This design comes from an exercise in tuning for small area on the open sky130 flow, not from production work.
In this exercise RTL edits were held to simulation tests only and were not proved equivalent to the original.
The clock input has no modelled driver; a real chip could not lean on it and would need a root buffer or a full tree.

==> 03-27 <==
==> flow/design.v <==
`timescale 1ns / 1ps
module Soft_Processor(
    output [7:0] LED,
    output [6:0] SEGMENT,
    output reg CTRL,
    input [7:0] SWITCH,
    input [2:0] BUTTON,
    input SYSCLK,
    input RST
);
    reg [2:0] cnt;
    wire tick = cnt[2] & ~cnt[1];
    always @(posedge SYSCLK) begin
        if (RST) cnt <= 3'b000;
        else     cnt <= {cnt[1:0], ~cnt[2]};
    end
    always @(posedge SYSCLK) begin
        if (RST) CTRL <= 1'b0;
        else if (tick) CTRL <= ~CTRL;
    end
    reg [2:0] q0, q1;
    always @(posedge SYSCLK) begin
        if (RST) q0 <= 3'b000;
        else if (tick) q0 <= BUTTON;
    end
    always @(posedge SYSCLK) begin
        if (tick) q1 <= q0;
    end
    wire [2:0] rise = {3{tick}} & q0 & ~q1;
    wire step_edge = rise[0];
    wire ra_next   = rise[1];
    wire pa_next   = rise[2];
    reg [3:0] ACC;
    reg [3:0] PC;
    reg carry;
    reg [3:0] R [0:15];
    wire use_rom = (SWITCH[7:4] == 4'h0);
    wire pc_lo = (PC[3:2] == 2'b00);
    reg [3:0] rom_op;
    always @(*) begin
        case (PC[1:0])
            2'd0: rom_op = 4'h1;
            2'd1: rom_op = 4'h8;
            2'd2: rom_op = 4'h2;
            default: rom_op = 4'hB;
        endcase
        if (!pc_lo) rom_op = 4'hF;
    end
    wire [3:0] rom_arg = pc_lo ? {3'b000, (PC[1:0] == 2'd1)} : 4'hF;
    wire [3:0] opcode  = use_rom ? rom_op  : SWITCH[7:4];
    wire [3:0] operand = use_rom ? rom_arg : SWITCH[3:0];
    wire [3:0] raddr = use_rom ? 4'h0 : SWITCH[3:0];
    wire [3:0] rval = R[raddr];
    wire use_reg = (opcode == 4'h1) | (opcode == 4'h3) | (opcode == 4'h4) |
                   (opcode == 4'h5) | (opcode == 4'h6);
    wire [3:0] b = use_reg ? rval : operand;
    wire is_sub = (opcode == 4'h4) | (opcode == 4'h9);
    wire [4:0] sum = {1'b0, ACC} + {1'b0, b ^ {4{is_sub}}} + {4'b0, is_sub};
    wire cout = sum[4] ^ is_sub;
    reg [3:0] alu;
    always @(*) begin
        case (opcode)
            4'h3, 4'h4, 4'h8, 4'h9: alu = sum[3:0];
            4'h5: alu = ACC & b;
            4'h6: alu = ACC | b;
            default: alu = b;  
        endcase
    end
    wire acc_wr   = (opcode == 4'h1) | (opcode == 4'h3) | (opcode == 4'h4) |
                    (opcode == 4'h5) | (opcode == 4'h6) | (opcode == 4'h7) |
                    (opcode == 4'h8) | (opcode == 4'h9);
    wire carry_wr = (opcode == 4'h3) | (opcode == 4'h4) | (opcode == 4'h8) | (opcode == 4'h9);
    wire acc_zero = (ACC == 4'h0);
    wire taken = (opcode == 4'hA) | ((opcode == 4'hB) & ~acc_zero) |
                 ((opcode == 4'hC) & acc_zero) | ((opcode == 4'hD) & ~carry) |
                 ((opcode == 4'hE) & carry);
    wire halt = (opcode == 4'hF);
    wire clr_all = RST | ra_next;
    wire clr_pa  = clr_all | pa_next;
    wire exec    = step_edge & ~pa_next;    
    wire [3:0] acc_next = clr_pa ? 4'h0 : (exec & acc_wr) ? alu : ACC;
    always @(posedge SYSCLK) ACC <= acc_next;
    always @(posedge SYSCLK) begin
        if (clr_pa) PC <= 4'h0;
        else if (exec & ~halt) PC <= taken ? operand : PC + 4'h1;
    end
    always @(posedge SYSCLK) begin
        if (clr_all) carry <= 1'b0;
        else if (exec & carry_wr) carry <= cout;
    end
    wire [3:0] wdata = acc_next;
    wire wr = exec & (opcode == 4'h2);
    genvar g;
    generate
        for (g = 0; g < 16; g = g + 1) begin : regs
            always @(posedge SYSCLK) begin
                if (clr_all | (wr & (raddr == g))) R[g] <= wdata;
            end
        end
    endgenerate
    wire [3:0] dval = CTRL ? raddr : rval;
    reg [6:0] seg;
    always @(*) begin
        case (dval)
            4'h0: seg = 7'h7E;
            4'h1: seg = 7'h30;
            4'h2: seg = 7'h6D;
            4'h3: seg = 7'h79;
            4'h4: seg = 7'h33;
            4'h5: seg = 7'h5B;
            4'h6: seg = 7'h5F;
            4'h7: seg = 7'h70;
            4'h8: seg = 7'h7F;
            4'h9: seg = 7'h73;
            4'hA: seg = 7'h77;
            4'hB: seg = 7'h1F;
            4'hC: seg = 7'h0D;
            4'hD: seg = 7'h3D;
            4'hE: seg = 7'h4F;
            default: seg = 7'h47;
        endcase
    end
    assign SEGMENT = seg;
    assign LED = {PC, ACC};
endmodule
==> flow/flow/run.sh <==
#!/bin/bash
# Own layout flow: the standard flow (standard.sh), except
#  - synthesis maps logic with an area-oriented ABC script (deepsyn, then &nf),
#    tried with several seeds in parallel, keeping the smallest result; it leaves
#    adders to ABC (no full/half-adder cell extraction). The rest of synthesis,
#    registers included, is the standard synthesis;
#  - port buffers use a small buffer cell;
#  - the clock is buffered by flow/manual_cts.tcl (a few clock buffers driven
#    straight from the clock port, each driving a compact group of flip-flops)
#    instead of TritonCTS.
# Settings are in flow/params.sh. Each tool's output goes to a log file here.
set -euo pipefail
W=$(pwd)
F=$W/flow
source "$F/params.sh"

# synthesis script: ORFS synth.tcl with only the abc script replaced
sed "s|^  log_cmd abc {\*}\$abc_args|  log_cmd abc {*}[lreplace \$abc_args 1 1 \$::env(AREA_ABC)]|" \
    "$FLOW_HOME/scripts/synth.tcl" > "$W/orfs_synth_area.tcl"
grep -q 'AREA_ABC' "$W/orfs_synth_area.tcl"
sed "s|source \$::env(SCRIPTS_DIR)/synth.tcl|set ::env(ADDER_MAP_FILE) {}; source $W/orfs_synth_area.tcl|" \
    "$W/synth_recipe.tcl" > "$W/area_synth.tcl"
grep -q orfs_synth_area "$W/area_synth.tcl"

best=""; best_area=""
for s in $SEEDS; do
  printf 'strash\n&get -n\n&deepsyn -T %s -S %s\n&st\n&dch\n&nf -R 1000\n&put\n' "$DEEPSYN_T" "$s" > "$W/area_$s.abc"
  sed -e "s|$W/synth_recipe.tcl|$W/area_synth.tcl|g" -e "s|WORK_HOME=$W/orfs |WORK_HOME=$W/syn_$s |" \
      "$W/standard.sh" > "$W/synth_$s.sh"
  grep -q "WORK_HOME=$W/syn_$s " "$W/synth_$s.sh"
  (AREA_ABC="$W/area_$s.abc" bash "$W/synth_$s.sh" synth > "$W/synth_$s.log" 2>&1 || true) &
done
wait
for s in $SEEDS; do
  st="$W/syn_$s/reports/sky130hd/Soft_Processor/base/synth_stat.txt"
  [[ -f "$W/syn_$s/results/sky130hd/Soft_Processor/base/1_synth.odb" && -f "$st" ]] || continue
  a=$(awk '/Chip area for module/ {print $NF}' "$st" | tail -1)
  echo "seed $s: synthesis area $a" | tee -a "$W/synth_choice.log"
  if [[ -z "$best" ]] || awk -v a="$a" -v b="$best_area" 'BEGIN {exit !(a < b)}'; then best=$s; best_area=$a; fi
done
[[ -n "$best" ]]
echo "kept seed $best ($best_area)" | tee -a "$W/synth_choice.log"
mv "$W/syn_$best" "$W/orfs"

export BUFFER_PORTS_ARGS="-buffer_cell $PORT_BUF"
export MCTS_LIB="$F/manual_cts_lib.tcl" MCTS_BUFS MCTS_CAPS
export PRE_CTS_TCL="$F/manual_cts.tcl"
bash "$W/standard.sh" finish > "$W/layout.log" 2>&1
==> flow/flow/manual_cts.tcl <==
# PRE_CTS_TCL hook: buffer the clock by hand (flow/manual_cts_lib.tcl) and skip TritonCTS.
source $::env(MCTS_LIB)
manual_cts $::env(MCTS_BUFS) $::env(MCTS_CAPS)
set_propagated_clock [all_clocks]
rename clock_tree_synthesis orig_clock_tree_synthesis
proc clock_tree_synthesis {args} {
  puts "clock_tree_synthesis skipped: the clock buffers were placed by manual_cts"
}
==> flow/flow/manual_cts_lib.tcl <==
# Clock buffering without TritonCTS: the flip-flop clock pins are split by recursive
# bisection (alternating on the wider side) into equal groups, one clock buffer per group
# placed at the group's centre and driven straight from the clock port.
proc bisect {sinks caps} {
  if {[llength $caps] == 1} { return [list $sinks] }
  set hc [expr {[llength $caps] / 2}]
  set c1 [lrange $caps 0 [expr {$hc - 1}]]; set c2 [lrange $caps $hc end]
  set w1 0.0; foreach c $c1 { set w1 [expr {$w1 + $c}] }
  set w2 0.0; foreach c $c2 { set w2 [expr {$w2 + $c}] }
  set xs {}; set ys {}
  foreach s $sinks { lappend xs [lindex $s 1]; lappend ys [lindex $s 2] }
  set xs [lsort -real $xs]; set ys [lsort -real $ys]
  set idx [expr {([lindex $xs end] - [lindex $xs 0]) >= ([lindex $ys end] - [lindex $ys 0]) ? 1 : 2}]
  set sorted [lsort -real -index $idx $sinks]
  set h [expr {int(round([llength $sorted] * $w1 / ($w1 + $w2)))}]
  return [concat [bisect [lrange $sorted 0 [expr {$h - 1}]] $c1] \
                 [bisect [lrange $sorted $h end] $c2]]
}
# bufs: one clock buffer cell per group; caps: the relative share of clock pins of each
proc manual_cts {bufs caps} {
  set block [ord::get_db_block]
  set db [ord::get_db]
  set clknet [$block findNet SYSCLK]
  set sinks {}
  foreach it [$clknet getITerms] {
    set inst [$it getInst]
    set bb [$inst getBBox]
    lappend sinks [list $it [expr {([$bb xMin] + [$bb xMax]) / 2.0}] [expr {([$bb yMin] + [$bb yMax]) / 2.0}]]
  }
  set groups [bisect $sinks $caps]
  set k 0
  foreach g $groups {
    set sx 0.0; set sy 0.0
    foreach s $g { set sx [expr {$sx + [lindex $s 1]}]; set sy [expr {$sy + [lindex $s 2]}] }
    set n [llength $g]
    set master [$db findMaster [lindex $bufs $k]]
    set inst [odb::dbInst_create $block $master "clkbuf_m_$k"]
    set net [odb::dbNet_create $block "clknet_m_$k"]
    $net setSigType CLOCK
    [$inst findITerm A] connect $clknet
    [$inst findITerm X] connect $net
    $inst setLocation [expr {int($sx / $n - [$master getWidth] / 2)}] [expr {int($sy / $n - [$master getHeight] / 2)}]
    $inst setPlacementStatus PLACED
    foreach s $g {
      set it [lindex $s 0]
      $it disconnect
      $it connect $net
    }
    puts "manual_cts: buffer $k [$master getName] drives $n clock pins"
    incr k
  }
}
==> flow/flow/params.sh <==
# layout choices read by run.sh
# deepsyn seeds tried in parallel; the smallest synthesis is kept
SEEDS="1 2 3 4"
DEEPSYN_T=150
PORT_BUF="sky130_fd_sc_hd__buf_1"
# clock buffers, one per group of clock pins, with each group's relative size
MCTS_BUFS="sky130_fd_sc_hd__clkbuf_16 sky130_fd_sc_hd__clkbuf_8 sky130_fd_sc_hd__clkbuf_16 sky130_fd_sc_hd__clkbuf_8"
MCTS_CAPS="1.6 1 1.6 1"
==> flow/standard.sh <==
#!/bin/bash
# synth_recipe.tcl (not shown) runs the flow's synth.tcl, then flattens the netlist and writes it again
# the make line also repeats each setting of config.mk as NAME=value (left out here)
make -C /OpenROAD-flow-scripts/flow DESIGN_CONFIG=/design/flow/config.mk WORK_HOME=/design/flow/orfs CLKGATE_MAP_FILE= SYNTH_SCRIPT=/design/flow/synth_recipe.tcl "${@:-finish}"
==> flow/config.mk <==
export PLATFORM = sky130hd
export DESIGN_NAME = Soft_Processor
export DESIGN_NICKNAME = Soft_Processor
export VERILOG_FILES = /design/flow/design.v
export SDC_FILE = /design/flow/constraint.sdc
export NUM_CORES = 4
export LEC_CHECK = 0
export CAP_MARGIN = 20
export CORE_MARGIN = 2
export CORE_UTILIZATION = 80
export GPL_TIMING_DRIVEN = 0
export SLEW_MARGIN = 20
==> flow/constraint.sdc <==
create_clock -name core_clock -period 10.0 [get_ports {SYSCLK}]
set_input_delay 2.0000 -clock core_clock [delete_from_list [all_inputs] [get_ports {SYSCLK}]]
set_output_delay 2.0000 -clock core_clock [all_outputs]
set_load 0.01 [all_outputs]
==> 02-28: changes against 03-27 <==
- CAP_MARGIN: 20 -> 0
- CORE_UTILIZATION: 80 -> 65
- SLEW_MARGIN: 20 -> 0
==> flow_metrics.tcl <==
set metrics [dict create \
    status "complete, no violations" \
    relSlewSlack 0.1255 \
    use_met3 0.04091 \
    start_util 0.6694 \
    sh_seq_area 0.5863 \
    route.met2.wl_um 3890 \
    grt_util_met1 0.4163 \
    cell_internal_pwr_mw 0.4947 \
    die_x_um 79.08 \
    floorplan.die_area_sq_um 6253 \
    leakagePower_nw 1.337 \
    ff2ff_path_depth 10 \
]
[end of results for 02-28]
==> flow_metrics.tcl <==
set metrics [dict create \
    wl_met1_um 3405 \
    use_met3 0.08017 \
    vias 3158 \
    start_util 0.8356 \
    ys_top_cells_by_area "edfxtp_1 55%, dfxtp_1 8.7%, o21ai_0 5.7%, nor2_1 4.0%, nand2_1 3.2%" \
    grt_util_met1 0.5115 \
    multi_input_comb_cells 235 \
    combPwrFrac 0.232 \
    die_x_um 71.67 \
    portBuffers 28 \
    use_met2 0.6245 \
    via_per_inst 7.573 \
    status "complete, no violations" \
    relSlewSlack 0.3588 \
    ff2ff_path_depth 12 \
    sh_seq_area 0.5871 \
    route.met2.wl_um 4822 \
    floorplan.die_area_sq_um 5137 \
    leakagePower_nw 1.344 \
]
[end of results for 03-27]
In every run of this note, the design's own scripts or RTL, not TritonCTS, make the clock network.

-- what the ideal ports hide --
How much do the figures lean on ideal ports? The routed layouts below were timed once more, with nothing changed but the port constraints. Step 1 (the two cells are an assumption about what drives the block):
set clk [get_ports {SYSCLK}]
set_driving_cell -lib_cell sky130_fd_sc_hd__clkbuf_16 $clk
set_driving_cell -lib_cell sky130_fd_sc_hd__buf_2 [delete_from_list [all_inputs] $clk]
Step 2 adds t to the input delays and takes it off the output delays; t is the mean of the earliest and latest rising clock arrival at the registers after step 1. Input paths then give back, and output paths get back, about the clock's delay inside the block. a / b / c = no drivers / after step 1 / after step 2; a / b = the first two.
run	shift t [ns]	slack for setup (ns)	worst setup path after step 2	worst data-port slew with drivers (ns)
03-27	0.230	2.335 / 2.309 / 2.309	input to output	0.04
02-28	0.221	2.538 / 2.513 / 2.513	input to output	0.03
After both steps setup and hold are still met in every run listed. For 03-27, which loses most, drivers alone change the setup slack by -0.026 ns; drivers and shift together by -0.026 ns.
